Background: an optimization exercise with open tools, aiming at small area, a short achievable clock period and few clock cycles. Do not read the settings as production practice.
At most, simulation tests tie the RTL to the original design; equivalence was not proved.
Function not checked in runs 1 and 2: the RTL went through the layout flow alone.

===== flow/design.v =====
module triangle (clk, reset, nt, xi, yi, busy, po, xo, yo);
   input clk, reset, nt;
   input [2:0] xi, yi;
   output reg busy, po;
   output reg [2:0] xo, yo;
reg [1:0] ld;            
reg [2:0] X2, Y2, Y3;
reg [2:0] W;             
reg       rt;            
reg [2:0] xe;            
reg [2:0] svl, svh;      
reg       fresh;         
reg [2:0] n, dou, din;
reg       up;
function [2:0] fdiv;
   input [2:0] w, n, d;
   begin
      case ({w, n, d})
      9'd1: fdiv = 3'd0;
      9'd2: fdiv = 3'd0;
      9'd3: fdiv = 3'd0;
      9'd4: fdiv = 3'd0;
      9'd5: fdiv = 3'd0;
      9'd6: fdiv = 3'd0;
      9'd7: fdiv = 3'd0;
      9'd9: fdiv = 3'd0;
      9'd10: fdiv = 3'd0;
      9'd11: fdiv = 3'd0;
      9'd12: fdiv = 3'd0;
      9'd13: fdiv = 3'd0;
      9'd14: fdiv = 3'd0;
      9'd15: fdiv = 3'd0;
      9'd18: fdiv = 3'd0;
      9'd19: fdiv = 3'd0;
      9'd20: fdiv = 3'd0;
      9'd21: fdiv = 3'd0;
      9'd22: fdiv = 3'd0;
      9'd23: fdiv = 3'd0;
      9'd27: fdiv = 3'd0;
      9'd28: fdiv = 3'd0;
      9'd29: fdiv = 3'd0;
      9'd30: fdiv = 3'd0;
      9'd31: fdiv = 3'd0;
      9'd36: fdiv = 3'd0;
      9'd37: fdiv = 3'd0;
      9'd38: fdiv = 3'd0;
      9'd39: fdiv = 3'd0;
      9'd45: fdiv = 3'd0;
      9'd46: fdiv = 3'd0;
      9'd47: fdiv = 3'd0;
      9'd54: fdiv = 3'd0;
      9'd55: fdiv = 3'd0;
      9'd63: fdiv = 3'd0;
      9'd65: fdiv = 3'd0;
      9'd66: fdiv = 3'd0;
      9'd67: fdiv = 3'd0;
      9'd68: fdiv = 3'd0;
      9'd69: fdiv = 3'd0;
      9'd70: fdiv = 3'd0;
      9'd71: fdiv = 3'd0;
      9'd73: fdiv = 3'd1;
      9'd74: fdiv = 3'd0;
      9'd75: fdiv = 3'd0;
      9'd76: fdiv = 3'd0;
      9'd77: fdiv = 3'd0;
      9'd78: fdiv = 3'd0;
      9'd79: fdiv = 3'd0;
      9'd82: fdiv = 3'd1;
      9'd83: fdiv = 3'd0;
      9'd84: fdiv = 3'd0;
      9'd85: fdiv = 3'd0;
      9'd86: fdiv = 3'd0;
      9'd87: fdiv = 3'd0;
      9'd91: fdiv = 3'd1;
      9'd92: fdiv = 3'd0;
      9'd93: fdiv = 3'd0;
      9'd94: fdiv = 3'd0;
      9'd95: fdiv = 3'd0;
      9'd100: fdiv = 3'd1;
      9'd101: fdiv = 3'd0;
      9'd102: fdiv = 3'd0;
      9'd103: fdiv = 3'd0;
      9'd109: fdiv = 3'd1;
      9'd110: fdiv = 3'd0;
      9'd111: fdiv = 3'd0;
      9'd118: fdiv = 3'd1;
      9'd119: fdiv = 3'd0;
      9'd127: fdiv = 3'd1;
      9'd129: fdiv = 3'd0;
      9'd130: fdiv = 3'd0;
      9'd131: fdiv = 3'd0;
      9'd132: fdiv = 3'd0;
      9'd133: fdiv = 3'd0;
      9'd134: fdiv = 3'd0;
      9'd135: fdiv = 3'd0;
      9'd137: fdiv = 3'd2;
      9'd138: fdiv = 3'd1;
      9'd139: fdiv = 3'd0;
      9'd140: fdiv = 3'd0;
      9'd141: fdiv = 3'd0;
      9'd142: fdiv = 3'd0;
      9'd143: fdiv = 3'd0;
      9'd146: fdiv = 3'd2;
      9'd147: fdiv = 3'd1;
      9'd148: fdiv = 3'd1;
      9'd149: fdiv = 3'd0;
      9'd150: fdiv = 3'd0;
      9'd151: fdiv = 3'd0;
      9'd155: fdiv = 3'd2;
      9'd156: fdiv = 3'd1;
      9'd157: fdiv = 3'd1;
      9'd158: fdiv = 3'd1;
      9'd159: fdiv = 3'd0;
      9'd164: fdiv = 3'd2;
      9'd165: fdiv = 3'd1;
      9'd166: fdiv = 3'd1;
      9'd167: fdiv = 3'd1;
      9'd173: fdiv = 3'd2;
      9'd174: fdiv = 3'd1;
      9'd175: fdiv = 3'd1;
      9'd182: fdiv = 3'd2;
      9'd183: fdiv = 3'd1;
      9'd191: fdiv = 3'd2;
      9'd193: fdiv = 3'd0;
      9'd194: fdiv = 3'd0;
      9'd195: fdiv = 3'd0;
      9'd196: fdiv = 3'd0;
      9'd197: fdiv = 3'd0;
      9'd198: fdiv = 3'd0;
      9'd199: fdiv = 3'd0;
      9'd201: fdiv = 3'd3;
      9'd202: fdiv = 3'd1;
      9'd203: fdiv = 3'd1;
      9'd204: fdiv = 3'd0;
      9'd205: fdiv = 3'd0;
      9'd206: fdiv = 3'd0;
      9'd207: fdiv = 3'd0;
      9'd210: fdiv = 3'd3;
      9'd211: fdiv = 3'd2;
      9'd212: fdiv = 3'd1;
      9'd213: fdiv = 3'd1;
      9'd214: fdiv = 3'd1;
      9'd215: fdiv = 3'd0;
      9'd219: fdiv = 3'd3;
      9'd220: fdiv = 3'd2;
      9'd221: fdiv = 3'd1;
      9'd222: fdiv = 3'd1;
      9'd223: fdiv = 3'd1;
      9'd228: fdiv = 3'd3;
      9'd229: fdiv = 3'd2;
      9'd230: fdiv = 3'd2;
      9'd231: fdiv = 3'd1;
      9'd237: fdiv = 3'd3;
      9'd238: fdiv = 3'd2;
      9'd239: fdiv = 3'd2;
      9'd246: fdiv = 3'd3;
      9'd247: fdiv = 3'd2;
      9'd255: fdiv = 3'd3;
      9'd257: fdiv = 3'd0;
      9'd258: fdiv = 3'd0;
      9'd259: fdiv = 3'd0;
      9'd260: fdiv = 3'd0;
      9'd261: fdiv = 3'd0;
      9'd262: fdiv = 3'd0;
      9'd263: fdiv = 3'd0;
      9'd265: fdiv = 3'd4;
      9'd266: fdiv = 3'd2;
      9'd267: fdiv = 3'd1;
      9'd268: fdiv = 3'd1;
      9'd269: fdiv = 3'd0;
      9'd270: fdiv = 3'd0;
      9'd271: fdiv = 3'd0;
      9'd274: fdiv = 3'd4;
      9'd275: fdiv = 3'd2;
      9'd276: fdiv = 3'd2;
      9'd277: fdiv = 3'd1;
      9'd278: fdiv = 3'd1;
      9'd279: fdiv = 3'd1;
      9'd283: fdiv = 3'd4;
      9'd284: fdiv = 3'd3;
      9'd285: fdiv = 3'd2;
      9'd286: fdiv = 3'd2;
      9'd287: fdiv = 3'd1;
      9'd292: fdiv = 3'd4;
      9'd293: fdiv = 3'd3;
      9'd294: fdiv = 3'd2;
      9'd295: fdiv = 3'd2;
      9'd301: fdiv = 3'd4;
      9'd302: fdiv = 3'd3;
      9'd303: fdiv = 3'd2;
      9'd310: fdiv = 3'd4;
      9'd311: fdiv = 3'd3;
      9'd319: fdiv = 3'd4;
      9'd321: fdiv = 3'd0;
      9'd322: fdiv = 3'd0;
      9'd323: fdiv = 3'd0;
      9'd324: fdiv = 3'd0;
      9'd325: fdiv = 3'd0;
      9'd326: fdiv = 3'd0;
      9'd327: fdiv = 3'd0;
      9'd329: fdiv = 3'd5;
      9'd330: fdiv = 3'd2;
      9'd331: fdiv = 3'd1;
      9'd332: fdiv = 3'd1;
      9'd333: fdiv = 3'd1;
      9'd334: fdiv = 3'd0;
      9'd335: fdiv = 3'd0;
      9'd338: fdiv = 3'd5;
      9'd339: fdiv = 3'd3;
      9'd340: fdiv = 3'd2;
      9'd341: fdiv = 3'd2;
      9'd342: fdiv = 3'd1;
      9'd343: fdiv = 3'd1;
      9'd347: fdiv = 3'd5;
      9'd348: fdiv = 3'd3;
      9'd349: fdiv = 3'd3;
      9'd350: fdiv = 3'd2;
      9'd351: fdiv = 3'd2;
      9'd356: fdiv = 3'd5;
      9'd357: fdiv = 3'd4;
      9'd358: fdiv = 3'd3;
      9'd359: fdiv = 3'd2;
      9'd365: fdiv = 3'd5;
      9'd366: fdiv = 3'd4;
      9'd367: fdiv = 3'd3;
      9'd374: fdiv = 3'd5;
      9'd375: fdiv = 3'd4;
      9'd383: fdiv = 3'd5;
      9'd385: fdiv = 3'd0;
      9'd386: fdiv = 3'd0;
      9'd387: fdiv = 3'd0;
      9'd388: fdiv = 3'd0;
      9'd389: fdiv = 3'd0;
      9'd390: fdiv = 3'd0;
      9'd391: fdiv = 3'd0;
      9'd393: fdiv = 3'd6;
      9'd394: fdiv = 3'd3;
      9'd395: fdiv = 3'd2;
      9'd396: fdiv = 3'd1;
      9'd397: fdiv = 3'd1;
      9'd398: fdiv = 3'd1;
      9'd399: fdiv = 3'd0;
      9'd402: fdiv = 3'd6;
      9'd403: fdiv = 3'd4;
      9'd404: fdiv = 3'd3;
      9'd405: fdiv = 3'd2;
      9'd406: fdiv = 3'd2;
      9'd407: fdiv = 3'd1;
      9'd411: fdiv = 3'd6;
      9'd412: fdiv = 3'd4;
      9'd413: fdiv = 3'd3;
      9'd414: fdiv = 3'd3;
      9'd415: fdiv = 3'd2;
      9'd420: fdiv = 3'd6;
      9'd421: fdiv = 3'd4;
      9'd422: fdiv = 3'd4;
      9'd423: fdiv = 3'd3;
      9'd429: fdiv = 3'd6;
      9'd430: fdiv = 3'd5;
      9'd431: fdiv = 3'd4;
      9'd438: fdiv = 3'd6;
      9'd439: fdiv = 3'd5;
      9'd447: fdiv = 3'd6;
      9'd449: fdiv = 3'd0;
      9'd450: fdiv = 3'd0;
      9'd451: fdiv = 3'd0;
      9'd452: fdiv = 3'd0;
      9'd453: fdiv = 3'd0;
      9'd454: fdiv = 3'd0;
      9'd455: fdiv = 3'd0;
      9'd457: fdiv = 3'd7;
      9'd458: fdiv = 3'd3;
      9'd459: fdiv = 3'd2;
      9'd460: fdiv = 3'd1;
      9'd461: fdiv = 3'd1;
      9'd462: fdiv = 3'd1;
      9'd463: fdiv = 3'd1;
      9'd466: fdiv = 3'd7;
      9'd467: fdiv = 3'd4;
      9'd468: fdiv = 3'd3;
      9'd469: fdiv = 3'd2;
      9'd470: fdiv = 3'd2;
      9'd471: fdiv = 3'd2;
      9'd475: fdiv = 3'd7;
      9'd476: fdiv = 3'd5;
      9'd477: fdiv = 3'd4;
      9'd478: fdiv = 3'd3;
      9'd479: fdiv = 3'd3;
      9'd484: fdiv = 3'd7;
      9'd485: fdiv = 3'd5;
      9'd486: fdiv = 3'd4;
      9'd487: fdiv = 3'd4;
      9'd493: fdiv = 3'd7;
      9'd494: fdiv = 3'd5;
      9'd495: fdiv = 3'd5;
      9'd502: fdiv = 3'd7;
      9'd503: fdiv = 3'd6;
      9'd511: fdiv = 3'd7;
      default: fdiv = 3'bxxx;
      endcase
   end
endfunction
function [2:0] cdiv;
   input [2:0] w, n, d;
   begin
      case ({w, n, d})
      9'd1: cdiv = 3'd0;
      9'd2: cdiv = 3'd0;
      9'd3: cdiv = 3'd0;
      9'd4: cdiv = 3'd0;
      9'd5: cdiv = 3'd0;
      9'd6: cdiv = 3'd0;
      9'd7: cdiv = 3'd0;
      9'd9: cdiv = 3'd0;
      9'd10: cdiv = 3'd0;
      9'd11: cdiv = 3'd0;
      9'd12: cdiv = 3'd0;
      9'd13: cdiv = 3'd0;
      9'd14: cdiv = 3'd0;
      9'd15: cdiv = 3'd0;
      9'd18: cdiv = 3'd0;
      9'd19: cdiv = 3'd0;
      9'd20: cdiv = 3'd0;
      9'd21: cdiv = 3'd0;
      9'd22: cdiv = 3'd0;
      9'd23: cdiv = 3'd0;
      9'd27: cdiv = 3'd0;
      9'd28: cdiv = 3'd0;
      9'd29: cdiv = 3'd0;
      9'd30: cdiv = 3'd0;
      9'd31: cdiv = 3'd0;
      9'd36: cdiv = 3'd0;
      9'd37: cdiv = 3'd0;
      9'd38: cdiv = 3'd0;
      9'd39: cdiv = 3'd0;
      9'd45: cdiv = 3'd0;
      9'd46: cdiv = 3'd0;
      9'd47: cdiv = 3'd0;
      9'd54: cdiv = 3'd0;
      9'd55: cdiv = 3'd0;
      9'd63: cdiv = 3'd0;
      9'd65: cdiv = 3'd0;
      9'd66: cdiv = 3'd0;
      9'd67: cdiv = 3'd0;
      9'd68: cdiv = 3'd0;
      9'd69: cdiv = 3'd0;
      9'd70: cdiv = 3'd0;
      9'd71: cdiv = 3'd0;
      9'd73: cdiv = 3'd1;
      9'd74: cdiv = 3'd1;
      9'd75: cdiv = 3'd1;
      9'd76: cdiv = 3'd1;
      9'd77: cdiv = 3'd1;
      9'd78: cdiv = 3'd1;
      9'd79: cdiv = 3'd1;
      9'd82: cdiv = 3'd1;
      9'd83: cdiv = 3'd1;
      9'd84: cdiv = 3'd1;
      9'd85: cdiv = 3'd1;
      9'd86: cdiv = 3'd1;
      9'd87: cdiv = 3'd1;
      9'd91: cdiv = 3'd1;
      9'd92: cdiv = 3'd1;
      9'd93: cdiv = 3'd1;
      9'd94: cdiv = 3'd1;
      9'd95: cdiv = 3'd1;
      9'd100: cdiv = 3'd1;
      9'd101: cdiv = 3'd1;
      9'd102: cdiv = 3'd1;
      9'd103: cdiv = 3'd1;
      9'd109: cdiv = 3'd1;
      9'd110: cdiv = 3'd1;
      9'd111: cdiv = 3'd1;
      9'd118: cdiv = 3'd1;
      9'd119: cdiv = 3'd1;
      9'd127: cdiv = 3'd1;
      9'd129: cdiv = 3'd0;
      9'd130: cdiv = 3'd0;
      9'd131: cdiv = 3'd0;
      9'd132: cdiv = 3'd0;
      9'd133: cdiv = 3'd0;
      9'd134: cdiv = 3'd0;
      9'd135: cdiv = 3'd0;
      9'd137: cdiv = 3'd2;
      9'd138: cdiv = 3'd1;
      9'd139: cdiv = 3'd1;
      9'd140: cdiv = 3'd1;
      9'd141: cdiv = 3'd1;
      9'd142: cdiv = 3'd1;
      9'd143: cdiv = 3'd1;
      9'd146: cdiv = 3'd2;
      9'd147: cdiv = 3'd2;
      9'd148: cdiv = 3'd1;
      9'd149: cdiv = 3'd1;
      9'd150: cdiv = 3'd1;
      9'd151: cdiv = 3'd1;
      9'd155: cdiv = 3'd2;
      9'd156: cdiv = 3'd2;
      9'd157: cdiv = 3'd2;
      9'd158: cdiv = 3'd1;
      9'd159: cdiv = 3'd1;
      9'd164: cdiv = 3'd2;
      9'd165: cdiv = 3'd2;
      9'd166: cdiv = 3'd2;
      9'd167: cdiv = 3'd2;
      9'd173: cdiv = 3'd2;
      9'd174: cdiv = 3'd2;
      9'd175: cdiv = 3'd2;
      9'd182: cdiv = 3'd2;
      9'd183: cdiv = 3'd2;
      9'd191: cdiv = 3'd2;
      9'd193: cdiv = 3'd0;
      9'd194: cdiv = 3'd0;
      9'd195: cdiv = 3'd0;
      9'd196: cdiv = 3'd0;
      9'd197: cdiv = 3'd0;
      9'd198: cdiv = 3'd0;
      9'd199: cdiv = 3'd0;
      9'd201: cdiv = 3'd3;
      9'd202: cdiv = 3'd2;
      9'd203: cdiv = 3'd1;
      9'd204: cdiv = 3'd1;
      9'd205: cdiv = 3'd1;
      9'd206: cdiv = 3'd1;
      9'd207: cdiv = 3'd1;
      9'd210: cdiv = 3'd3;
      9'd211: cdiv = 3'd2;
      9'd212: cdiv = 3'd2;
      9'd213: cdiv = 3'd2;
      9'd214: cdiv = 3'd1;
      9'd215: cdiv = 3'd1;
      9'd219: cdiv = 3'd3;
      9'd220: cdiv = 3'd3;
      9'd221: cdiv = 3'd2;
      9'd222: cdiv = 3'd2;
      9'd223: cdiv = 3'd2;
      9'd228: cdiv = 3'd3;
      9'd229: cdiv = 3'd3;
      9'd230: cdiv = 3'd2;
      9'd231: cdiv = 3'd2;
      9'd237: cdiv = 3'd3;
      9'd238: cdiv = 3'd3;
      9'd239: cdiv = 3'd3;
      9'd246: cdiv = 3'd3;
      9'd247: cdiv = 3'd3;
      9'd255: cdiv = 3'd3;
      9'd257: cdiv = 3'd0;
      9'd258: cdiv = 3'd0;
      9'd259: cdiv = 3'd0;
      9'd260: cdiv = 3'd0;
      9'd261: cdiv = 3'd0;
      9'd262: cdiv = 3'd0;
      9'd263: cdiv = 3'd0;
      9'd265: cdiv = 3'd4;
      9'd266: cdiv = 3'd2;
      9'd267: cdiv = 3'd2;
      9'd268: cdiv = 3'd1;
      9'd269: cdiv = 3'd1;
      9'd270: cdiv = 3'd1;
      9'd271: cdiv = 3'd1;
      9'd274: cdiv = 3'd4;
      9'd275: cdiv = 3'd3;
      9'd276: cdiv = 3'd2;
      9'd277: cdiv = 3'd2;
      9'd278: cdiv = 3'd2;
      9'd279: cdiv = 3'd2;
      9'd283: cdiv = 3'd4;
      9'd284: cdiv = 3'd3;
      9'd285: cdiv = 3'd3;
      9'd286: cdiv = 3'd2;
      9'd287: cdiv = 3'd2;
      9'd292: cdiv = 3'd4;
      9'd293: cdiv = 3'd4;
      9'd294: cdiv = 3'd3;
      9'd295: cdiv = 3'd3;
      9'd301: cdiv = 3'd4;
      9'd302: cdiv = 3'd4;
      9'd303: cdiv = 3'd3;
      9'd310: cdiv = 3'd4;
      9'd311: cdiv = 3'd4;
      9'd319: cdiv = 3'd4;
      9'd321: cdiv = 3'd0;
      9'd322: cdiv = 3'd0;
      9'd323: cdiv = 3'd0;
      9'd324: cdiv = 3'd0;
      9'd325: cdiv = 3'd0;
      9'd326: cdiv = 3'd0;
      9'd327: cdiv = 3'd0;
      9'd329: cdiv = 3'd5;
      9'd330: cdiv = 3'd3;
      9'd331: cdiv = 3'd2;
      9'd332: cdiv = 3'd2;
      9'd333: cdiv = 3'd1;
      9'd334: cdiv = 3'd1;
      9'd335: cdiv = 3'd1;
      9'd338: cdiv = 3'd5;
      9'd339: cdiv = 3'd4;
      9'd340: cdiv = 3'd3;
      9'd341: cdiv = 3'd2;
      9'd342: cdiv = 3'd2;
      9'd343: cdiv = 3'd2;
      9'd347: cdiv = 3'd5;
      9'd348: cdiv = 3'd4;
      9'd349: cdiv = 3'd3;
      9'd350: cdiv = 3'd3;
      9'd351: cdiv = 3'd3;
      9'd356: cdiv = 3'd5;
      9'd357: cdiv = 3'd4;
      9'd358: cdiv = 3'd4;
      9'd359: cdiv = 3'd3;
      9'd365: cdiv = 3'd5;
      9'd366: cdiv = 3'd5;
      9'd367: cdiv = 3'd4;
      9'd374: cdiv = 3'd5;
      9'd375: cdiv = 3'd5;
      9'd383: cdiv = 3'd5;
      9'd385: cdiv = 3'd0;
      9'd386: cdiv = 3'd0;
      9'd387: cdiv = 3'd0;
      9'd388: cdiv = 3'd0;
      9'd389: cdiv = 3'd0;
      9'd390: cdiv = 3'd0;
      9'd391: cdiv = 3'd0;
      9'd393: cdiv = 3'd6;
      9'd394: cdiv = 3'd3;
      9'd395: cdiv = 3'd2;
      9'd396: cdiv = 3'd2;
      9'd397: cdiv = 3'd2;
      9'd398: cdiv = 3'd1;
      9'd399: cdiv = 3'd1;
      9'd402: cdiv = 3'd6;
      9'd403: cdiv = 3'd4;
      9'd404: cdiv = 3'd3;
      9'd405: cdiv = 3'd3;
      9'd406: cdiv = 3'd2;
      9'd407: cdiv = 3'd2;
      9'd411: cdiv = 3'd6;
      9'd412: cdiv = 3'd5;
      9'd413: cdiv = 3'd4;
      9'd414: cdiv = 3'd3;
      9'd415: cdiv = 3'd3;
      9'd420: cdiv = 3'd6;
      9'd421: cdiv = 3'd5;
      9'd422: cdiv = 3'd4;
      9'd423: cdiv = 3'd4;
      9'd429: cdiv = 3'd6;
      9'd430: cdiv = 3'd5;
      9'd431: cdiv = 3'd5;
      9'd438: cdiv = 3'd6;
      9'd439: cdiv = 3'd6;
      9'd447: cdiv = 3'd6;
      9'd449: cdiv = 3'd0;
      9'd450: cdiv = 3'd0;
      9'd451: cdiv = 3'd0;
      9'd452: cdiv = 3'd0;
      9'd453: cdiv = 3'd0;
      9'd454: cdiv = 3'd0;
      9'd455: cdiv = 3'd0;
      9'd457: cdiv = 3'd7;
      9'd458: cdiv = 3'd4;
      9'd459: cdiv = 3'd3;
      9'd460: cdiv = 3'd2;
      9'd461: cdiv = 3'd2;
      9'd462: cdiv = 3'd2;
      9'd463: cdiv = 3'd1;
      9'd466: cdiv = 3'd7;
      9'd467: cdiv = 3'd5;
      9'd468: cdiv = 3'd4;
      9'd469: cdiv = 3'd3;
      9'd470: cdiv = 3'd3;
      9'd471: cdiv = 3'd2;
      9'd475: cdiv = 3'd7;
      9'd476: cdiv = 3'd6;
      9'd477: cdiv = 3'd5;
      9'd478: cdiv = 3'd4;
      9'd479: cdiv = 3'd3;
      9'd484: cdiv = 3'd7;
      9'd485: cdiv = 3'd6;
      9'd486: cdiv = 3'd5;
      9'd487: cdiv = 3'd4;
      9'd493: cdiv = 3'd7;
      9'd494: cdiv = 3'd6;
      9'd495: cdiv = 3'd5;
      9'd502: cdiv = 3'd7;
      9'd503: cdiv = 3'd6;
      9'd511: cdiv = 3'd7;
      default: cdiv = 3'bxxx;
      endcase
   end
endfunction
function [2:0] add3;
   input [2:0] a, b;
   begin
      add3 = a + b;
   end
endfunction
function [2:0] sub3;
   input [2:0] a, b;
   begin
      sub3 = a - b;
   end
endfunction
function gt3;
   input [2:0] a, b;
   begin
      gt3 = (a[2] & ~b[2]) | (~(a[2] ^ b[2]) & ((a[1] & ~b[1]) | (~(a[1] ^ b[1]) & a[0] & ~b[0])));
   end
endfunction
function [2:0] absd3;
   input [2:0] a, b;
   begin
      absd3 = (a > b) ? a - b : b - a;
   end
endfunction
function [2:0] subp3;
   input [2:0] a, b;
   begin
      subp3 = (a > b) ? a - b : 3'd0;
   end
endfunction
wire [2:0] ymax = gt3(Y2, Y3) ? Y2 : Y3;
wire       run  = ld == 2'd3;
wire       adv  = run && !fresh && xo == xe;    
wire       sem  = gt3(svl, svh);                    
wire [2:0] slo  = rt ? sub3(X2, svh) : add3(X2, svl);
wire [2:0] shi  = rt ? sub3(X2, svl) : add3(X2, svh);
wire       tip  = gt3(din, n);                      
wire [2:0] vlo  = cdiv(W, n, dou);
wire [2:0] vhi  = tip ? fdiv(W, n, din) : W;
wire       nz   = n == 3'd0;
wire       eq12 = up && din == 3'd0;            
wire       take = adv || (fresh && (run || (ld == 2'd2 && !up)));
always @(posedge clk or posedge reset) begin
   if (reset) begin
      busy <= 1'b0; po <= 1'b0; ld <= 2'd0;
   end else if (nt) begin
      busy <= 1'b1; po <= 1'b0; ld <= 2'd1;
   end else if (ld == 2'd1) begin
      ld <= 2'd2; po <= 1'b1;
   end else if (ld == 2'd2) begin
      ld <= 2'd3;
      po <= eq12;                     
   end else if (ld == 2'd3) begin
      if (xo != xe) begin
         po <= 1'b1;
         if (add3(xo, 3'd1) == xe && yo == ymax) begin
            busy <= 1'b0; ld <= 2'd0;
         end
      end else if (fresh) begin
         po <= 1'b0;
      end else begin
         po <= !sem;
         if (!sem && svl == svh && add3(yo, 3'd1) == ymax) begin
            busy <= 1'b0; ld <= 2'd0;
         end
      end
   end else begin
      po <= 1'b0;
   end
end
always @(posedge clk) begin
   if (fresh || adv) begin
      svl <= vlo; svh <= vhi;
   end
   if (take) begin
      n  <= (up || nz) ? add3(n, 3'd1) : sub3(n, 3'd1);
      up <= up || nz;
      if (!up && nz) begin            
         dou <= sub3((ld == 2'd2) ? yi : Y3, Y2); din <= 3'd0;
      end
   end
   if (nt) begin
      xo <= xi; yo <= yi;             
   end else if (ld == 2'd1) begin
      W  <= absd3(xi, xo);
      rt <= gt3(xi, xo);
      X2 <= xi; Y2 <= yi; Y3 <= 3'd7;
      fresh <= 1'b1;
      if (gt3(yi, yo)) begin              
         up <= 1'b0; n <= sub3(sub3(yi, yo), 3'd1); dou <= sub3(yi, yo); din <= 3'd0;
      end else begin                  
         up <= 1'b1; n <= 3'd1; din <= sub3(yo, yi);
      end
      if (gt3(yo, yi)) begin
         xo <= xi; xe <= xi; yo <= yi;
      end else if (yi == yo) begin
         xo <= gt3(xi, xo) ? xo : xi; xe <= gt3(xi, xo) ? xi : xo;
      end else begin
         xe <= xo;
      end
   end else if (ld == 2'd2) begin
      Y3 <= yi;
      if (up) dou <= sub3(yi, Y2);
      else din <= subp3(Y2, yi);
      fresh <= up;
      if (eq12) xo <= add3(xo, 3'd1);
   end else if (ld == 2'd3) begin
      fresh <= 1'b0;
      if (xo != xe) begin
         xo <= add3(xo, 3'd1);
      end else if (!fresh) begin
         yo <= add3(yo, 3'd1);
         xe <= shi;
         xo <= sem ? shi : slo;
      end
   end
end
endmodule

===== flow/run.sh =====
#!/bin/bash
# synth_recipe.tcl (not shown) runs the flow's synth.tcl, then flattens the netlist and writes it again
# the make line also repeats each setting of config.mk as NAME=value (left out here)
make -C /OpenROAD-flow-scripts/flow DESIGN_CONFIG=/design/flow/config.mk WORK_HOME=/design/flow/orfs CLKGATE_MAP_FILE= SYNTH_SCRIPT=/design/flow/synth_recipe.tcl finish

===== flow/config.mk =====
export PLATFORM = sky130hd
export DESIGN_NAME = triangle
export DESIGN_NICKNAME = triangle
export VERILOG_FILES = /design/flow/design.v
export SDC_FILE = /design/flow/constraint.sdc
export NUM_CORES = 4
export LEC_CHECK = 0
export ABC_AREA = 1
export CAP_MARGIN = 20
export CORE_MARGIN = 2
export CORE_UTILIZATION = 40
export SETUP_SLACK_MARGIN = 3.6
export SLEW_MARGIN = 20

===== flow/constraint.sdc =====
create_clock -name core_clock -period 6.0 [get_ports {clk}]
set_input_delay 1.2000 -clock core_clock [delete_from_list [all_inputs] [get_ports {clk}]]
set_output_delay 1.2000 -clock core_clock [all_outputs]
set_load 0.01 [all_outputs]

==> results of run 1 <==
==> synthesized netlist by cell type (all sizes together) <==
library cell,n,area (µm²)
nand3,63,333
o21ai,68,340
nor4,2,12.5
o21a,2,15.0
o32ai,1,8.76
ha,48,601
clkbuf,12,45.0
a21o,1,7.51
a31o,2,17.5
a21oi,30,154
o211ai,14,105
and3,1,6.26
or2,4,25.0
nand4,3,18.8
mux2i,3,30.0
fa,10,200
a31oi,9,56.3
a21boi,1,7.51
clkinv,3,11.3
nand2,159,614
nor2,56,230
nor3,8,40.0
a211oi,1,7.51
dfrtp,4,100
xor2,9,78.8
o22ai,4,25.0
xnor2,14,130
buf,8,47.5
edfxtp,29,871
dfxtp,10,200
o31ai,4,30.0
o31a,1,8.76
inv,96,360
o221ai,5,43.8
nand3b,1,7.51
==> routing by layer <==
metal,track usage (%),vias to the layer above,share of wire (%)
li1,-,2389,-
met1,30.2,2307,45
met2,37.4,205,48
met3,2.44,28,5.5
met4,6.02,0,1.3
met5,0,-,0
==> critical path, cell delays in order <==
cell and delay (ns):
buf_12 0.11, inv_16 0.05, nand2_4 0.04, o21ai_4 0.06, ha_2 0.19, inv_2 0.04, fa_2 0.34, xnor2_2 0.14
xnor2_1 0.15, o21ai_1 0.08, nand2_1 0.08, nand2_1 0.08, o21ai_1 0.14, nand3_1 0.08
==> what timing repair did <==
action | 4_1_cts | 5_1_grt
setup buffers | 25 | 12
cloned | 0 | 0
gates resized for setup | 57 | 43
endpoints found under the setup margin | 54 | 34
hold buffers | 0 | 0
pin swaps | 19 | 20
==> cell families after synthesis <==
group	Yosys count	share of synthesized area, %
AND/OR/NAND/NOR	297	26.9
buffers and inverters	119	9.69
XOR/XNOR	23	4.36
multiplexers	3	0.627
AO/OA/AOI/OAI	143	17.3
adder cells (fa/ha/maj)	58	16.7
flip-flops	43	24.5
==> cell type report <==
class	instances	share of cell area (%)
tap	143	3.07
timing repair buffer	57	8.44
inverter	99	7.05
sequential	43	20.1
multi-input combinational	524	58.5
clock inverter	3	0.666
clock buffer	5	2.15
==> how the worst max path moves through the flow <==
| stage | startpoint | end | slack (ns) | depth (start not counted) |
|---|---|---|---|---|
| after floorplan | yi[0] | dou[2]$_DFF_P_ | 3.35 | 13 |
| after global placement | yi[1] | xo[0]$_DFFE_PP_ | 2.49 | 8 |
| after detailed placement | yi[1] | xe[0]$_DFFE_PP_ | 2.40 | 8 |
| after CTS | yi[0] | dou[2]$_DFF_P_ | 3.38 | 14 |
| after global routing | yi[0] | dou[2]$_DFF_P_ | 3.32 | 14 |
| final | yi[0] | dou[2]$_DFF_P_ | 3.37 | 14 |
==> through the flow <==
stage	setup WS (ns)	hold slack [ns]	util, %
after floorplan	3.35	0.495	-
after global placement	2.49	0.465	44.8
after detailed placement	2.40	0.468	44.8
after CTS	3.38	0.484	48.7
after global routing	3.32	0.534	50.4
final	3.37	0.476	50.4
==> flip-flops by register name (all words and copies together), names as in the netlist <==
register,flops
svl,3
xo,3
yo,3
rt,1
Y2,3
xe,3
dou,3
svh,3
n,3
po,1
fresh,1
X2,3
din,3
busy,1
W,3
up,1
ld,2
Y3,3
==> metrics.csv, run 1 <==
stage,metric,value,unit
placement,dp_cells,829,
grt,gr-total-overflow,0,
clock_tree,cts_tree,yes,
sta,skew,0.00424,ns
sta,min_period,2.63,ns
worst_setup_path,r2r_setup_slack,3.43,ns
logic_synthesis,yosysSeqAreaShare,24.5,%
clock_tree,clk_path_buf_depth,2,
sta,grt_setup_unrepaired,true,
worst_setup_path,path_class,in -> reg,
sta,worst_slew_pin_slew,0.565,ns
worst_setup_path,cp-end-kind,flop,
logic_synthesis,syn_area,4790,µm²
grt,grt_pass1_vias,4733,
min_path,min_delay_path_depth,2,
detailed_routing,dr.pass1.iters,6,
logic_synthesis,synth.distinct_cells,46,
detailed_routing,drt_wl_total,14.2,mm
detailed_routing,drt_iter0_drc,494,
clock_tree,clock_latency,0.29,ns
sta,fmax,381,MHz
logic_synthesis,syn_area_per_cell,6.98,µm²
floorplanning,die_h,113,µm
layout,nets,797,
sta,hold_viol_final,0,
clock_tree,path_clk_slew,0.06,ns
placement,dp_hpwl,10.4,mm
floorplanning,die_area,12900,µm²
worst_setup_path,cp-start-kind,primary input,
worst_setup_path,crit_fanout,5,
layout,layout_common_cells,"nand2_1, inv_1, nand3_1",
layout,fillers,1096,
clock_tree,cts.htree.levels,2,
layout,multi_input_area,3410,µm²
layout,layout.area.seq,1170,µm²
layout,stdcell_count,874,
min_path,holdCritPathClass,reg -> reg,
grt,grt_usage,22.1,%
worst_setup_path,required,6.17,ns
clock_tree,cts_inserted_buffers,5,
layout,drive_gt1_share,18.5,%
floorplanning,io_pins,17,
detailed_routing,via_per_inst,5.64,
placement,gp_congestion,0.947,
sta,slew_viol_final,0,
grt,grt_pass1_wl,23.2,mm
layout,area_growth,21.6,%
floorplanning,die_w,113,µm
min_path,holdPathEnd,busy$_DFFE_PP0P_,
worst_setup_path,r2r-end,dou[2]$_DFF_P_,
placement,port_buffers,16,
layout,n_antenna_cell,0,
run_status,outcome,"complete, no violations",
grt,antenna_found_initial,0,
logic_synthesis,synth_seq_cells,43,
min_path,min_from,busy$_DFFE_PP0P_,
worst_setup_path,worstPathArrival,2.80,ns
sta,finalSetupViolCount,0,
floorplanning,num_rows,39,
logic_synthesis,yosys_warnings,1,
grt,grt_max_degree,28,
sta,finalCritPeriodShare,43.8,%
logic_synthesis,synthCells,686,
floorplanning,initial_core_util,41.4,%
logic_synthesis,syn_nets,753,
detailed_routing,via_count,4929,
detailed_routing,drc,0,
sta,finalSetupTns,0,ns
clock_tree,clock-sinks,43,
clock_tree,clockRootBuffer,clkbuf_16,
worst_setup_path,r2r_cells,14,
detailed_routing,wl_per_cell,16.2,µm
floorplanning,coreArea,11600,µm²
layout,final_common_cell,nand2_1,
sta,maxSlewHeadroom,62.3,%
placement,placed_area,5180,µm²
worst_setup_path,r2r-start,ld[0]$_DFFE_PP0P_,
flow_run,maxCapViolCount,0,
layout,design_area,5820,µm²
detailed_routing,ant_nets,0,
==> run 2: changes to the inputs <==
--- a/flow/config.mk
+++ b/flow/config.mk
@@ -10,4 +10,4 @@
 export CORE_MARGIN = 2
 export CORE_UTILIZATION = 40
-export SETUP_SLACK_MARGIN = 3.6
+export SETUP_SLACK_MARGIN = 4.0
 export SLEW_MARGIN = 20
==> run 2 against run 1 <==
Against the previous run:
- still clean
- fmax down 0.93%
- via count up 4.5%
- clock-buffer cell count unchanged
- sequential share of layout area down 1.8 points
- non-clock buffer count up 25
- die area unchanged
- design area up 11%
- register-to-register slack better by 0.03 ns
==> metrics.csv, run 2 <==
stage,metric,value,unit
layout,area_growth,35.0,%
sta,worst_slew_pin_slew,0.617,ns
clock_tree,clock_latency,0.29,ns
logic_synthesis,synth-edff-count,29,
logic_synthesis,synth_compound_area_share,17.3,%
layout,utilization,55.9,%
logic_synthesis,netlist.area_leader.share,18.2,%
sta,finalSetupTns,0,ns
worst_setup_path,cp-start-kind,primary input,
placement,placed_area,5260,µm²
logic_synthesis,synthArstFlopShare,9.30,%
worst_setup_path,cp-end-kind,flop,
logic_synthesis,synth-xor-area-share,4.36,%
detailed_routing,ant_nets,0,
logic_synthesis,synth.distinct_cells,46,
logic_synthesis,synth_top_family_by_area,simple AND/OR/NAND/NOR gates,
logic_synthesis,synth_area_leaders,"edfxtp_1, ha_1, nand2_1",
floorplanning,num_rows,39,
sta,min_period,2.65,ns
logic_synthesis,yosysMostFrequentCell,nand2_1,
clock_tree,clk_path_buf_depth,2,
floorplanning,die_area,12900,µm²
sta,finalSetupViolCount,0,
logic_synthesis,yosys.area_share.adder,16.7,%
layout,final_common_cell,nand2_1,
sta,grt_setup_unrepaired,true,
clock_tree,cts_tree,yes,
detailed_routing,wl_per_cell,17.8,µm
detailed_routing,via_count,5149,
sta,finalCritPeriodShare,44.2,%
worst_setup_path,worstPathArrival,2.79,ns
logic_synthesis,syn_area,4790,µm²
detailed_routing,drt_wl_total,16.0,mm
layout,layout_common_cells,"nand2_1, inv_1, nand3_1",
floorplanning,die_h,113,µm
min_path,holdCritPathClass,reg -> reg,
layout,n_antenna_cell,0,
sta,hold_slack,0.480,ns
grt,grt_usage,23.5,%
logic_synthesis,yosys.area_share.simple,26.9,%
grt,gr-total-overflow,0,
layout,design_area,6470,µm²
logic_synthesis,synthCells,686,
run_status,outcome,"complete, no violations",
placement,port_buffers,16,
placement,dp_hpwl,10.6,mm
floorplanning,die_w,113,µm
clock_tree,cts_inserted_buffers,5,
grt,antenna_found_initial,0,
sta,hold_viol_final,0,
floorplanning,initial_core_util,41.4,%
logic_synthesis,synth_seq_cells,43,
logic_synthesis,synth.largest_area_cell,edfxtp_1,
layout,drive_gt1_share,30.8,%
logic_synthesis,syn_area_per_cell,6.98,µm²
worst_setup_path,required,6.14,ns
grt,grt_pass1_vias,4892,
logic_synthesis,yosys-top-cells-count,"nand2_1, inv_1, nand3_1, nor2_1, ha_1",
grt,grt_max_degree,28,
clock_tree,path_clk_slew,0.07,ns
clock_tree,clock-sinks,43,
floorplanning,io_pins,17,
sta,maxSlewHeadroom,58.8,%
logic_synthesis,synth_ff_type,edfxtp_1,
logic_synthesis,yosys_warnings,1,
logic_synthesis,yosysSeqAreaShare,24.5,%
detailed_routing,drt_iter0_drc,459,
worst_setup_path,path_class,in -> reg,
clock_tree,clockRootBuffer,clkbuf_16,
clock_tree,cts.htree.levels,2,
flow_run,maxCapViolCount,0,
worst_setup_path,crit_fanout,4,
floorplanning,coreArea,11600,µm²
sta,fmax,377,MHz
layout,nets,822,
detailed_routing,dr.pass1.iters,5,
placement,gp_congestion,0.916,
sta,slew_viol_final,0,
logic_synthesis,syn_nets,753,
detailed_routing,via_per_inst,5.73,
logic_synthesis,synthMuxAreaShare,0.627,%
detailed_routing,drc,0,
grt,grt_pass1_wl,24.3,mm
sta,skew,0.00437,ns
clock_tree,hold_buffers,0,
run 2: cell count changes in the layout (fill, tap and decap cells not counted), sizes merged:
cell           delta
buf              +35
clkbuf            -2
clkdlybuf4s50     -1
clkinvlp          +2
dlygate4sd2       -4
dlymetal6s2s      -3
inv               -2
run 2: layer usage:
layer | wire length [µm] | GRT usage [%] | vias up
met2 | 7950 | 40.2 | 215
met3 | 894 | 2.66 | 42
met1 | 6660 | 30.9 | 2459
li1 | - | - | 2433
met5 | 0 | 0 | -
met4 | 483 | 8.21 | 0
run 2: worst max-delay path: stages:
cell	delay, ns
buf_12	0.10
inv_16	0.03
buf_4	0.13
buf_8	0.12
ha_4	0.15
fa_1	0.51
nand2_2	0.08
a21oi_2	0.12
nand2_1	0.08
o211ai_1	0.10
o211ai_1	0.16
run 2: final cells by class:
type                    count  area, µm²
repair buffers             82        726
multi-input cells         524       3750
flip-flops and latches     43       1190
clock buffers               5        125
clock inverters             3       43.8
fillers                  1046       5100
well taps                 143        179
inverters                  99        452
run 2: cell families (layout without fill, tap and decap cells):
| group | Yosys count | after routing |
|---|---|---|
| AO/OA/AOI/OAI | 143 | 143 |
| XOR/XNOR | 23 | 23 |
| adder cells (fa/ha/maj) | 58 | 58 |
| buffers and inverters | 119 | 189 |
| flip-flops | 43 | 43 |
| multiplexers | 3 | 3 |
| AND/OR/NAND/NOR | 297 | 297 |
run 2: stage by stage:
step           cells  setup WS (ns)
2_1_floorplan    686           3.35
3_3_place_gp     827           2.46
3_5_place_dp     827           2.38
4_1_cts          872           3.41
5_1_grt          899           3.26
6_report         899           3.35
run 2: repair_timing:
action                     4_1_cts  5_1_grt
setup endpoints to repair       74       61
gates cloned                     0        1
gates resized for setup        150       74
buffers inserted                37       26
pin swaps                       26       40
run 2: worst paths after layout:
path | slack [ns] | startpoint | to | cells past startpoint
worst max register to register | 3.46 | ld[0]$_DFFE_PP0P_ | dou[2]$_DFF_P_ | 14
worst min-delay path | 0.48 | busy$_DFFE_PP0P_ | busy$_DFFE_PP0P_ | 2
min in group asynchronous | 1.10 | reset | ld[0]$_DFFE_PP0P_ | 2
worst min register to register | 0.48 | busy$_DFFE_PP0P_ | busy$_DFFE_PP0P_ | 2
worst max-delay path | 3.35 | yi[0] | dou[1]$_DFF_P_ | 11
max in group asynchronous | 4.73 | reset | po$_DFF_PP0_ | 2
==> run 3: changes to the inputs <==
--- a/flow/design.v
+++ b/flow/design.v
@@ -5,5 +5,6 @@
    output reg [2:0] xo, yo;
 reg [1:0] ld;            
-reg [2:0] X2, Y2, Y3;
+reg [2:0] X2, Y2;
+reg [2:0] YM;            
 reg [2:0] W;             
 reg       rt;            
@@ -619,11 +620,10 @@
    end
 endfunction
-wire [2:0] ymax = gt3(Y2, Y3) ? Y2 : Y3;
 wire       run  = ld == 2'd3;
 wire       adv  = run && !fresh && xo == xe;    
-wire       sem  = gt3(svl, svh);                    
+wire       sem  = gt3(svl, svh);                
 wire [2:0] slo  = rt ? sub3(X2, svh) : add3(X2, svl);
 wire [2:0] shi  = rt ? sub3(X2, svl) : add3(X2, svh);
-wire       tip  = gt3(din, n);                      
+wire       tip  = gt3(din, n);                  
 wire [2:0] vlo  = cdiv(W, n, dou);
 wire [2:0] vhi  = tip ? fdiv(W, n, din) : W;
@@ -631,9 +631,16 @@
 wire       eq12 = up && din == 3'd0;            
 wire       take = adv || (fresh && (run || (ld == 2'd2 && !up)));
+wire [2:0] ybas = (ld == 2'd1) ? yo : Y2;
+wire [2:0] dyu  = sub3(yi, ybas);
+wire [2:0] dyd  = sub3(ybas, yi);
+wire       yigt = gt3(yi, ybas);
 always @(posedge clk or posedge reset) begin
    if (reset) begin
       busy <= 1'b0; po <= 1'b0; ld <= 2'd0;
-   end else if (nt) begin
-      busy <= 1'b1; po <= 1'b0; ld <= 2'd1;
+   end else if (ld == 2'd0) begin
+      po <= 1'b0;
+      if (nt) begin
+         busy <= 1'b1; ld <= 2'd1;
+      end
    end else if (ld == 2'd1) begin
       ld <= 2'd2; po <= 1'b1;
@@ -641,8 +648,8 @@
       ld <= 2'd3;
       po <= eq12;                     
-   end else if (ld == 2'd3) begin
+   end else begin
       if (xo != xe) begin
          po <= 1'b1;
-         if (add3(xo, 3'd1) == xe && yo == ymax) begin
+         if (add3(xo, 3'd1) == xe && yo == YM) begin
             busy <= 1'b0; ld <= 2'd0;
          end
@@ -651,10 +658,8 @@
       end else begin
          po <= !sem;
-         if (!sem && svl == svh && add3(yo, 3'd1) == ymax) begin
+         if (!sem && svl == svh && add3(yo, 3'd1) == YM) begin
             busy <= 1'b0; ld <= 2'd0;
          end
       end
-   end else begin
-      po <= 1'b0;
    end
 end
@@ -666,19 +671,16 @@
       n  <= (up || nz) ? add3(n, 3'd1) : sub3(n, 3'd1);
       up <= up || nz;
-      if (!up && nz) begin            
-         dou <= sub3((ld == 2'd2) ? yi : Y3, Y2); din <= 3'd0;
-      end
    end
-   if (nt) begin
+   if (ld == 2'd0) begin
       xo <= xi; yo <= yi;             
    end else if (ld == 2'd1) begin
       W  <= absd3(xi, xo);
       rt <= gt3(xi, xo);
-      X2 <= xi; Y2 <= yi; Y3 <= 3'd7;
+      X2 <= xi; Y2 <= yi; YM <= 3'd7;
       fresh <= 1'b1;
-      if (gt3(yi, yo)) begin              
-         up <= 1'b0; n <= sub3(sub3(yi, yo), 3'd1); dou <= sub3(yi, yo); din <= 3'd0;
+      if (yigt) begin                 
+         up <= 1'b0; n <= add3(yi, ~yo); dou <= dyu; din <= 3'd0;
       end else begin                  
-         up <= 1'b1; n <= 3'd1; din <= sub3(yo, yi);
+         up <= 1'b1; n <= 3'd1; din <= dyd;
       end
       if (gt3(yo, yi)) begin
@@ -690,10 +692,15 @@
       end
    end else if (ld == 2'd2) begin
-      Y3 <= yi;
-      if (up) dou <= sub3(yi, Y2);
-      else din <= subp3(Y2, yi);
+      YM <= yigt ? yi : Y2;
+      if (up || nz) dou <= dyu;
+      if (up) begin
+      end else if (nz) din <= 3'd0;   
+      else din <= yigt ? 3'd0 : dyd;
       fresh <= up;
       if (eq12) xo <= add3(xo, 3'd1);
-   end else if (ld == 2'd3) begin
+   end else begin
+      if (take && !up && nz) begin    
+         dou <= sub3(YM, Y2); din <= 3'd0;
+      end
       fresh <= 1'b0;
       if (xo != xe) begin
--- a/flow/config.mk
+++ b/flow/config.mk
@@ -10,4 +10,4 @@
 export CORE_MARGIN = 2
 export CORE_UTILIZATION = 40
-export SETUP_SLACK_MARGIN = 4.0
+export SETUP_SLACK_MARGIN = 3.0
 export SLEW_MARGIN = 20
==> run 3 against run 2 <==
Against the previous run:
- synthesized cell count fell by 5.4%
- via count fell by 15%
- wire length fell by 23%
- register-to-register slack got worse by 0.15 ns
- first-iteration DRC count fell by 6.8%
- non-clock buffer count fell by 63
- fmax fell by 6.6%
- sequential share of layout area rose by 6.0 points
- final cell count fell by 11%
==> metrics.csv, run 3 <==
stage,metric,value,unit
logic_synthesis,yosysSeqAreaShare,26.7,%
sta,maxSlewHeadroom,48.5,%
grt,grt_usage,20.3,%
logic_synthesis,synthCells,649,
grt,antenna_found_initial,0,
logic_synthesis,yosys-top-cells-count,"nand2_1, inv_1, nand3_1, o21ai_0, ha_1",
sta,min_period,2.84,ns
floorplanning,num_rows,39,
logic_synthesis,synth-edff-count,35,
clock_tree,clockRootBuffer,clkbuf_16,
grt,grt_pass1_wl,20.9,mm
worst_setup_path,cp_slowest_cell,clkdlybuf4s50_1,
placement,dp_cells,791,
worst_setup_path,r2r-start,ld[1]$_DFFE_PP0P_,
sta,hold_slack,0.471,ns
sta,fmax,352,MHz
detailed_routing,via_count,4369,
detailed_routing,ant_nets,0,
sta,slew_viol_final,0,
sta,hold_viol_final,0,
placement,port_buffers,16,
worst_setup_path,path_class,in -> reg,
placement,place_ws,2.35,ns
layout,area_growth,9.49,%
min_path,holdPathEnd,busy$_DFFE_PP0P_,
detailed_routing,drt_iter0_drc,428,
logic_synthesis,yosys_warnings,1,
layout,nets,719,
floorplanning,coreArea,11300,µm²
worst_setup_path,r2r-end,din[0]$_DFFE_PP_,
placement,dp_hpwl,9.45,mm
min_path,min_delay_path_depth,2,
worst_setup_path,r2r_setup_slack,3.31,ns
sta,grt_setup_unrepaired,false,
layout,final_common_cell,nand2_1,
sta,setup_ws,3.16,ns
logic_synthesis,synth.distinct_cells,41,
layout,multi_input_area,2960,µm²
worst_setup_path,crit_fanout,4,
grt,gr-total-overflow,0,
logic_synthesis,synth.largest_area_cell,edfxtp_1,
floorplanning,die_area,12400,µm²
layout,layout_common_cells,"nand2_1, inv_1, nand3_1",
layout,drive_gt1_share,5.63,%
flow_run,maxCapViolCount,0,
floorplanning,io_pins,17,
worst_setup_path,worstPathArrival,2.87,ns
floorplanning,die_h,111,µm
clock_tree,cts_inserted_buffers,5,
detailed_routing,drt_wl_total,12.3,mm
logic_synthesis,synth_seq_cells,43,
sta,worst_slew_pin_slew,0.772,ns
clock_tree,cts.htree.levels,2,
layout,stdcell_count,800,
run_status,outcome,"complete, no violations",
clock_tree,clock_latency,0.29,ns
logic_synthesis,synth_area_leaders,"edfxtp_1, nand2_1, ha_1",
logic_synthesis,syn_area,4610,µm²
layout,layout.area.seq,1230,µm²
worst_setup_path,slowest_delay,0.53,ns
worst_setup_path,required,6.03,ns
detailed_routing,dr.pass1.iters,5,
min_path,holdCritPathClass,reg -> reg,
sta,finalSetupViolCount,0,
detailed_routing,drc,0,
floorplanning,initial_core_util,40.8,%
worst_setup_path,cpMostUsedCell,inv_1,
logic_synthesis,netlist.area_leader.share,22.8,%
sta,finalCritPeriodShare,47.3,%
worst_setup_path,cp_cell_sequence,"clkdlybuf4s50_1, inv_1, ha_1, nand3_1, o21ai_2, inv_1, nand2_1, a21oi_1",
sta,finalSetupTns,0,ns
logic_synthesis,yosysMostFrequentCell,nand2_1,
clock_tree,clk_path_buf_depth,2,
detailed_routing,wl_per_cell,15.4,µm
clock_tree,path_clk_slew,0.06,ns
sta,skew,0.00691,ns
logic_synthesis,syn_nets,712,
floorplanning,die_w,111,µm
logic_synthesis,syn_area_per_cell,7.11,µm²
grt,grt_pass1_vias,4209,
worst_setup_path,r2r_cells,12,
worst_setup_path,cp-start-kind,primary input,
layout,n_antenna_cell,0,
logic_synthesis,synth_ff_type,edfxtp_1,
placement,gp_congestion,0.913,
logic_synthesis,synthArstFlopShare,9.30,%
detailed_routing,via_per_inst,5.46,
grt,grt_max_degree,24,
layout,fillers,1177,
clock_tree,cts_tree,yes,
worst_setup_path,cp-end-kind,flop,
min_path,min_from,busy$_DFFE_PP0P_,
clock_tree,clock-sinks,43,
-- run 3: changes by cell type after synthesis, moves of 4 or more --
cell	change
nand2_1	+16
o21ai_1	-15
nor2_1	-10
inv_2	-9
clkbuf_1	-8
dfxtp_1	-6
edfxtp_1	+6
buf_2	+5
o221ai_1	-5
buf_6	+4
nand2_2	+4
-- run 3: layer usage --
| layer | vias to the layer above | wire, µm | share of wire [%] | track usage [%] |
|---|---|---|---|---|
| met5 | - | 0 | 0 | 0 |
| met4 | 0 | 187 | 1.5 | 4.53 |
| met3 | 19 | 810 | 6.6 | 3.92 |
| met2 | 170 | 5840 | 47 | 33.5 |
| met1 | 2022 | 5470 | 44 | 27.8 |
| li1 | 2158 | - | - | - |
-- run 3: layout make-up --
cell class / instances / area share, %
multi-input combinational: 497 / 58.5
tap: 143 / 3.54
clock inverter: 2 / 0.693
inverter: 90 / 6.74
sequential: 43 / 24.4
timing repair buffer: 19 / 3.42
clock buffer: 6 / 2.75
-- run 3: per-stage QoR --
| stage | instance area (µm²) | utilization [%] |
|---|---|---|
| finish | 5050 | 44.6 |
| global route | 5050 | 44.6 |
| CTS | 5050 | 44.6 |
| detailed placement | 4850 | 42.8 |
| global placement | 4850 | 42.8 |
| floorplan | 4610 | - |
-- run 3: timing repair --
| item | CTS | global route |
|---|---|---|
| hold buffers | 0 | 0 |
| gates resized for setup | 8 | 8 |
| setup buffers | 0 | 1 |
| endpoints found under the setup margin | 16 | 22 |
| pin swaps | 0 | 1 |
-- run 3: worst max path at each step --
stage                            from          endpoint  depth (start not counted)
finish                          yi[2]   xe[0]$_DFFE_PP_                          8
global route                    xi[1]   xe[0]$_DFFE_PP_                         10
CTS                 ld[1]$_DFFE_PP0P_  dou[1]$_DFFE_PP_                         10
detailed placement              yi[1]   yo[2]$_DFFE_PP_                          8
global placement                yi[1]   yo[2]$_DFFE_PP_                          8
floorplan                       yi[1]   yo[0]$_DFFE_PP_                          7
-- run 3: cells by family after synthesis --
logic type                 synth area share, %
AOI/OAI and AO/OA                         14.6
xor gates and xnor gates                  4.56
adders and majority gates                 16.1
buffers and inverters                     9.92
DFF                                       26.7
muxes                                    0.868
and+or+nand+nor                           27.2
-- run 3: critical path, delay by kind of cell --
kind / cells / cell delay [ns]
buf+inv: 3 / 0.70
fa+ha+maj: 1 / 0.36
compound gates: 2 / 0.34
simple gates: 2 / 0.27
Testbench counts of run 3, summed over its fixed seeds: cycles 5,273.
==> run 4: changes to the inputs <==
--- a/flow/config.mk
+++ b/flow/config.mk
@@ -10,4 +10,4 @@
 export CORE_MARGIN = 2
 export CORE_UTILIZATION = 40
-export SETUP_SLACK_MARGIN = 3.0
+export SETUP_SLACK_MARGIN = 3.4
 export SLEW_MARGIN = 20
==> run 4 against run 3 <==
Against the previous run:
- still clean on timing, DRC and antenna
- worst hold slack improved by 0.011 ns
- register-to-register slack improved by 0.27 ns
- die area did not move
- critical endpoint is now yo[0]
==> metrics.csv, run 4 <==
stage,metric,value,unit
sta,hold_viol_final,0,
logic_synthesis,synth.distinct_cells,41,
logic_synthesis,yosys_warnings,1,
grt,antenna_found_initial,0,
floorplanning,num_rows,39,
layout,stdcell_count,814,
placement,gp_congestion,0.926,
sta,finalCritPeriodShare,43.0,%
floorplanning,initial_core_util,40.8,%
grt,gr-total-overflow,0,
worst_setup_path,r2r_setup_slack,3.58,ns
min_path,min_from,busy$_DFFE_PP0P_,
worst_setup_path,cp_cell_sequence,clkdlybuf4s50_1,
detailed_routing,ant_nets,0,
clock_tree,path_clk_slew,0.06,ns
floorplanning,die_area,12400,µm²
detailed_routing,wl_per_cell,15.7,µm
grt,grt_max_degree,24,
sta,slew_viol_final,0,
worst_setup_path,r2r-start,n[2]$_DFF_P_,
placement,dp_hpwl,9.48,mm
grt,grt_pass1_vias,4362,
clock_tree,clk_path_buf_depth,2,
worst_setup_path,worstSetupStartpoint,yo[0]$_DFFE_PP_,
worst_setup_path,cp-end-kind,primary output,
detailed_routing,via_per_inst,5.45,
sta,fmax,388,MHz
clock_tree,clock-sinks,43,
clock_tree,cts.htree.levels,2,
sta,finalSetupTns,0,ns
placement,placed_area,4860,µm²
worst_setup_path,cp-start-kind,flop,
detailed_routing,via_count,4439,
clock_tree,clock_latency,0.29,ns
clock_tree,clockRootBuffer,clkbuf_16,
layout,nets,733,
logic_synthesis,syn_area,4610,µm²
logic_synthesis,syn_nets,712,
logic_synthesis,synthArstFlopShare,9.30,%
placement,port_buffers,16,
logic_synthesis,yosysMostFrequentCell,nand2_1,
logic_synthesis,synthCells,649,
detailed_routing,drc,0,
logic_synthesis,synth_seq_cells,43,
floorplanning,die_h,111,µm
logic_synthesis,netlist.area_leader.share,22.8,%
worst_setup_path,r2r_cells,10,
clock_tree,hold_buffers,0,
sta,worst_slew_pin_slew,0.760,ns
logic_synthesis,synth_area_leaders,"edfxtp_1, nand2_1, ha_1",
logic_synthesis,yosys-top-cells-count,"nand2_1, inv_1, nand3_1, o21ai_0, ha_1",
layout,utilization,45.9,%
layout,final_common_cell,nand2_1,
layout,layout_common_cells,"nand2_1, inv_1, nand3_1",
worst_setup_path,required,4.80,ns
sta,grt_setup_unrepaired,false,
worst_setup_path,cp_slowest_cell,clkdlybuf4s50_1,
min_path,min_delay_path_depth,2,
sta,finalSetupViolCount,0,
logic_synthesis,syn_area_per_cell,7.11,µm²
floorplanning,coreArea,11300,µm²
logic_synthesis,synth_ff_type,edfxtp_1,
run_status,outcome,"complete, no violations",
detailed_routing,dr.pass1.iters,5,
sta,skew,0.00835,ns
layout,drive_gt1_share,9.84,%
clock_tree,cts_tree,yes,
min_path,holdCritPathClass,reg -> reg,
worst_setup_path,critPathTopFamily,buffers and inverters,
detailed_routing,drt_iter0_drc,404,
worst_setup_path,slowest_delay,0.60,ns
sta,maxSlewHeadroom,49.3,%
layout,design_area,5200,µm²
layout,n_antenna_cell,0,
floorplanning,io_pins,17,
layout,area_growth,12.6,%
sta,min_period,2.58,ns
logic_synthesis,yosysSeqAreaShare,26.7,%
grt,grt_pass1_wl,20.9,mm
worst_setup_path,crit_fanout,6,
worst_setup_path,path_class,reg -> out,
min_path,holdPathEnd,busy$_DFFE_PP0P_,
worst_setup_path,critical_path_buf_inv_count,1,
flow_run,maxCapViolCount,0,
worst_setup_path,worstPathArrival,1.38,ns
placement,dp_cells,791,
grt,grt_usage,20.4,%
clock_tree,cts_inserted_buffers,5,
detailed_routing,drt_wl_total,12.8,mm
sta,hold_slack,0.482,ns
floorplanning,die_w,111,µm
worst_setup_path,r2r-end,svh[0]$_DFFE_PP_,
logic_synthesis,synth-edff-count,35,
logic_synthesis,synth.largest_area_cell,edfxtp_1,
[run 4: cell counts after synthesis]
No cell type changed its count.
[run 4: metrics by stage]
step	setup slack, ns
CTS	3.37
floorplan	3.41
detailed placement	2.42
global route	3.39
finish	3.42
global placement	2.49
[run 4: worst min-delay path: stages, from the launching register on]
cell	delay, ns
dfrtp_1	0.34
nand2_1	0.05
nand2_1	0.05
[run 4: per-layer routing]
| layer | GRT usage (%) | vias up | wire, µm |
|---|---|---|---|
| met5 | 0 | - | 0 |
| met4 | 6.42 | 0 | 231 |
| met3 | 2.34 | 31 | 815 |
| met2 | 34.3 | 178 | 6130 |
| met1 | 27.7 | 2042 | 5600 |
| li1 | - | 2188 | - |
[run 4: how the worst max path moves through the flow]
| stage | end | slack [ns] | cells past startpoint |
|---|---|---|---|
| after global routing | svh[1]$_DFFE_PP_ | 3.39 | 9 |
| after detailed placement | xe[0]$_DFFE_PP_ | 2.42 | 8 |
| final | yo[0] | 3.42 | 1 |
| after global placement | xe[0]$_DFFE_PP_ | 2.49 | 8 |
| after floorplan | xe[1]$_DFFE_PP_ | 3.41 | 10 |
| after CTS | xo[0] | 3.37 | 1 |
[run 4: final cells by class]
| cell class | count | area [µm²] |
|---|---|---|
| Fill cell | 1137 | 6120 |
| Tap cell | 143 | 179 |
| Timing Repair Buffer | 33 | 270 |
| Multi-Input combinational cell | 497 | 3040 |
| Clock buffer | 6 | 129 |
| Inverter | 90 | 344 |
| Sequential cell | 43 | 1230 |
| Clock inverter | 2 | 7.51 |
[run 4: kinds of logic after synthesis]
kind of cell | count (synthesis) | share of synthesized area [%]
AND/OR/NAND/NOR | 296 | 27.2
AO/OA/AOI/OAI | 119 | 14.6
buffers and inverters | 109 | 9.92
adder cells (fa/ha/maj) | 54 | 16.1
flip-flops | 43 | 26.7
XOR/XNOR | 24 | 4.56
multiplexers | 4 | 0.868
[run 4: timing repair]
item,4_1_cts,5_1_grt
resized for setup,32,17
buffers inserted,3,12
setup endpoints to repair,27,31
pin swaps,3,3
==> run 5: changes to the inputs <==
==> flow/flow/run.sh (new file) <==
#!/bin/bash
# The standard layout (standard.sh), with one synthesis change: no adder cell
# mapping (ADDER_MAP_FILE empty), so yosys leaves adders and comparators as
# plain gates for abc to optimise. Registers are mapped exactly as standard.
set -euo pipefail
bash standard.sh ADDER_MAP_FILE= finish > standard_flow.log 2>&1
==> flow/standard.sh (new file) <==
#!/bin/bash
# synth_recipe.tcl (not shown) runs the flow's synth.tcl, then flattens the netlist and writes it again
# the make line also repeats each setting of config.mk as NAME=value (left out here)
make -C /OpenROAD-flow-scripts/flow DESIGN_CONFIG=/design/flow/config.mk WORK_HOME=/design/flow/orfs CLKGATE_MAP_FILE= SYNTH_SCRIPT=/design/flow/synth_recipe.tcl "${@:-finish}"
--- a/flow/config.mk
+++ b/flow/config.mk
@@ -9,5 +9,5 @@
 export CAP_MARGIN = 20
 export CORE_MARGIN = 2
-export CORE_UTILIZATION = 40
+export CORE_UTILIZATION = 65
 export SETUP_SLACK_MARGIN = 3.4
 export SLEW_MARGIN = 20
removed: flow/run.sh
==> run 5 against run 4 <==
Against the previous run:
- still clean
- area after synthesis down 9.4%
- global-route usage up 14 points
- clock-buffer cell count unchanged
- sequential share of layout area up 3.9 points
- design area down 14%
- die area down 43%
- critical endpoint is now xo[1]
- largest cell class unchanged
- highest routed layer unchanged
==> metrics.csv, run 5 <==
stage,metric,value,unit
logic_synthesis,synth_area_leaders,"edfxtp_1, nand2_1, nand3_1",
logic_synthesis,synth.largest_area_cell,edfxtp_1,
clock_tree,clk_path_buf_depth,2,
layout,nets,694,
placement,gp_congestion,0.947,
clock_tree,clock_latency,0.30,ns
floorplanning,die_area,7090,µm²
placement,dp_hpwl,8.68,mm
sta,hold_viol_final,0,
detailed_routing,drc,0,
placement,placed_area,4330,µm²
floorplanning,initial_core_util,66.6,%
logic_synthesis,synth-edff-count,35,
worst_setup_path,r2r-end,svh[0]$_DFFE_PP_,
grt,grt.met2_usage,58.1,%
clock_tree,path_clk_slew,0.08,ns
logic_synthesis,synth_ff_type,edfxtp_1,
grt,grt.busiest_layer,met2,
logic_synthesis,synthCells,681,
floorplanning,coreArea,6280,µm²
sta,min_period,2.55,ns
sta,grt_setup_unrepaired,true,
min_path,min_from,busy$_DFFE_PP0P_,
grt,grt_pass1_vias,4365,
detailed_routing,drt_wl_total,11.8,mm
grt,gr-usage-met1,46.0,%
layout,design_area,4470,µm²
worst_setup_path,path_class,reg -> out,
worst_setup_path,critical_path_buf_inv_count,1,
worst_setup_path,critPathTopFamily,buffers and inverters,
sta,finalSetupViolCount,0,
run_status,outcome,"complete, no violations",
clock_tree,clock-sinks,43,
layout,final_common_cell,nand2_1,
sta,slew_viol_final,0,
sta,skew,0.00581,ns
flow_run,maxCapViolCount,0,
layout,drive_gt1_share,5.54,%
clock_tree,cts_inserted_buffers,5,
layout,utilization,71.2,%
logic_synthesis,synth_seq_cells,43,
worst_setup_path,worstSetupStartpoint,xo[1]$_DFFE_PP_,
worst_setup_path,r2r_cells,9,
layout,layout_common_cells,"nand2_1, inv_1, nand3_1",
logic_synthesis,yosysMostFrequentCell,nand2_1,
layout,fillers,556,
min_path,min_delay_path_depth,2,
detailed_routing,via_per_inst,6.07,
floorplanning,io_pins,17,
floorplanning,num_rows,29,
grt,met3_usage,5.01,%
logic_synthesis,syn_nets,690,
sta,finalSetupTns,0,ns
min_path,holdPathEnd,busy$_DFFE_PP0P_,
floorplanning,die_w,84.2,µm
placement,port_buffers,16,
worst_setup_path,crit_fanout,5,
sta,worst_slew_pin_slew,0.857,ns
grt,gr-total-overflow,0,
sta,maxSlewHeadroom,42.8,%
worst_setup_path,slowest_delay,0.58,ns
grt,grt_max_degree,29,
logic_synthesis,synth.distinct_cells,40,
detailed_routing,drt_iter0_drc,549,
## run 5: area by class of cell
type | count | area [µm²] | area share, %
clock inverter | 2 | 12.5 | 0.280
multi-input combinational | 533 | 2550 | 57.0
sequential | 43 | 1230 | 27.6
inverter | 82 | 315 | 7.06
timing repair buffer | 20 | 189 | 4.23
clock buffer | 6 | 72.6 | 1.62
tap | 77 | 96.3 | 2.16
## run 5: cell families after synthesis
kind of cell	count (synthesis)	share of synthesized area (%)
AND/OR/NAND/NOR	396	40.0
XOR/XNOR	18	3.95
buffers and inverters	105	10.3
AO/OA/AOI/OAI	119	16.3
flip-flops	43	29.5
## run 5: worst max-delay path by stage
stage / end / depth (start not counted)
after floorplan: xo[0]$_DFFE_PP_ / 6
after global placement: xo[0]$_DFFE_PP_ / 7
after detailed placement: xo[0]$_DFFE_PP_ / 7
after CTS: xe[0]$_DFFE_PP_ / 8
after global routing: xe[1]$_DFFE_PP_ / 11
final: xo[1] / 1
## run 5: timing repair
| item | CTS | global route |
|---|---|---|
| setup endpoints to repair | 16 | 12 |
| buffers inserted | 3 | 0 |
| gates resized for setup | 10 | 8 |
| pin swaps | 3 | 1 |
## run 5: through the flow
| step | cells |
|---|---|
| after CTS | 763 |
| after floorplan | 681 |
| after global routing | 763 |
| after detailed placement | 752 |
| after global placement | 752 |
| final | 763 |
## run 5: per-layer routing
layer | wire length (µm) | share of wire, % | vias up
met5 | 0 | 0 | -
met4 | 285 | 2.4 | 0
met3 | 1090 | 9.2 | 38
met2 | 5660 | 48 | 275
met1 | 4770 | 40 | 2059
li1 | - | - | 2256

[separate check: timing with driven ports]
Ports are ideal in the flow. The routed layouts listed here were re-timed in OpenROAD.
Step 1 (the two cells are an assumption about what drives the block):
set clk [get_ports {clk}]
set_driving_cell -lib_cell sky130_fd_sc_hd__clkbuf_16 $clk
set_driving_cell -lib_cell sky130_fd_sc_hd__buf_2 [delete_from_list [all_inputs] $clk]
Step 2 times the ports against the registers' clock, not the clock port: input delays grow and output delays shrink by t, the midpoint of the rising clock arrivals with the driver on.
Slacks: ideal ports / drivers / drivers and shift; pairs: ideal ports / drivers.
| run | t, ns | setup slack, ns | worst setup path at the end |
|---|---|---|---|
| run 1 | 0.323 | 3.374 / 3.368 / 3.046 | input to register |
| run 2 | 0.326 | 3.350 / 3.329 / 3.003 | input to register |
| run 3 | 0.318 | 3.162 / 3.175 / 2.857 | input to register |
| run 4 | 0.318 | 3.421 / 3.385 / 3.177 | input to register |
| run 5 | 0.336 | 3.455 / 3.421 / 3.196 | input to register |
After both steps setup and hold are still met in every run listed. For run 2, which loses most, drivers alone change the setup slack by -0.021 ns; drivers and shift together by -0.347 ns.
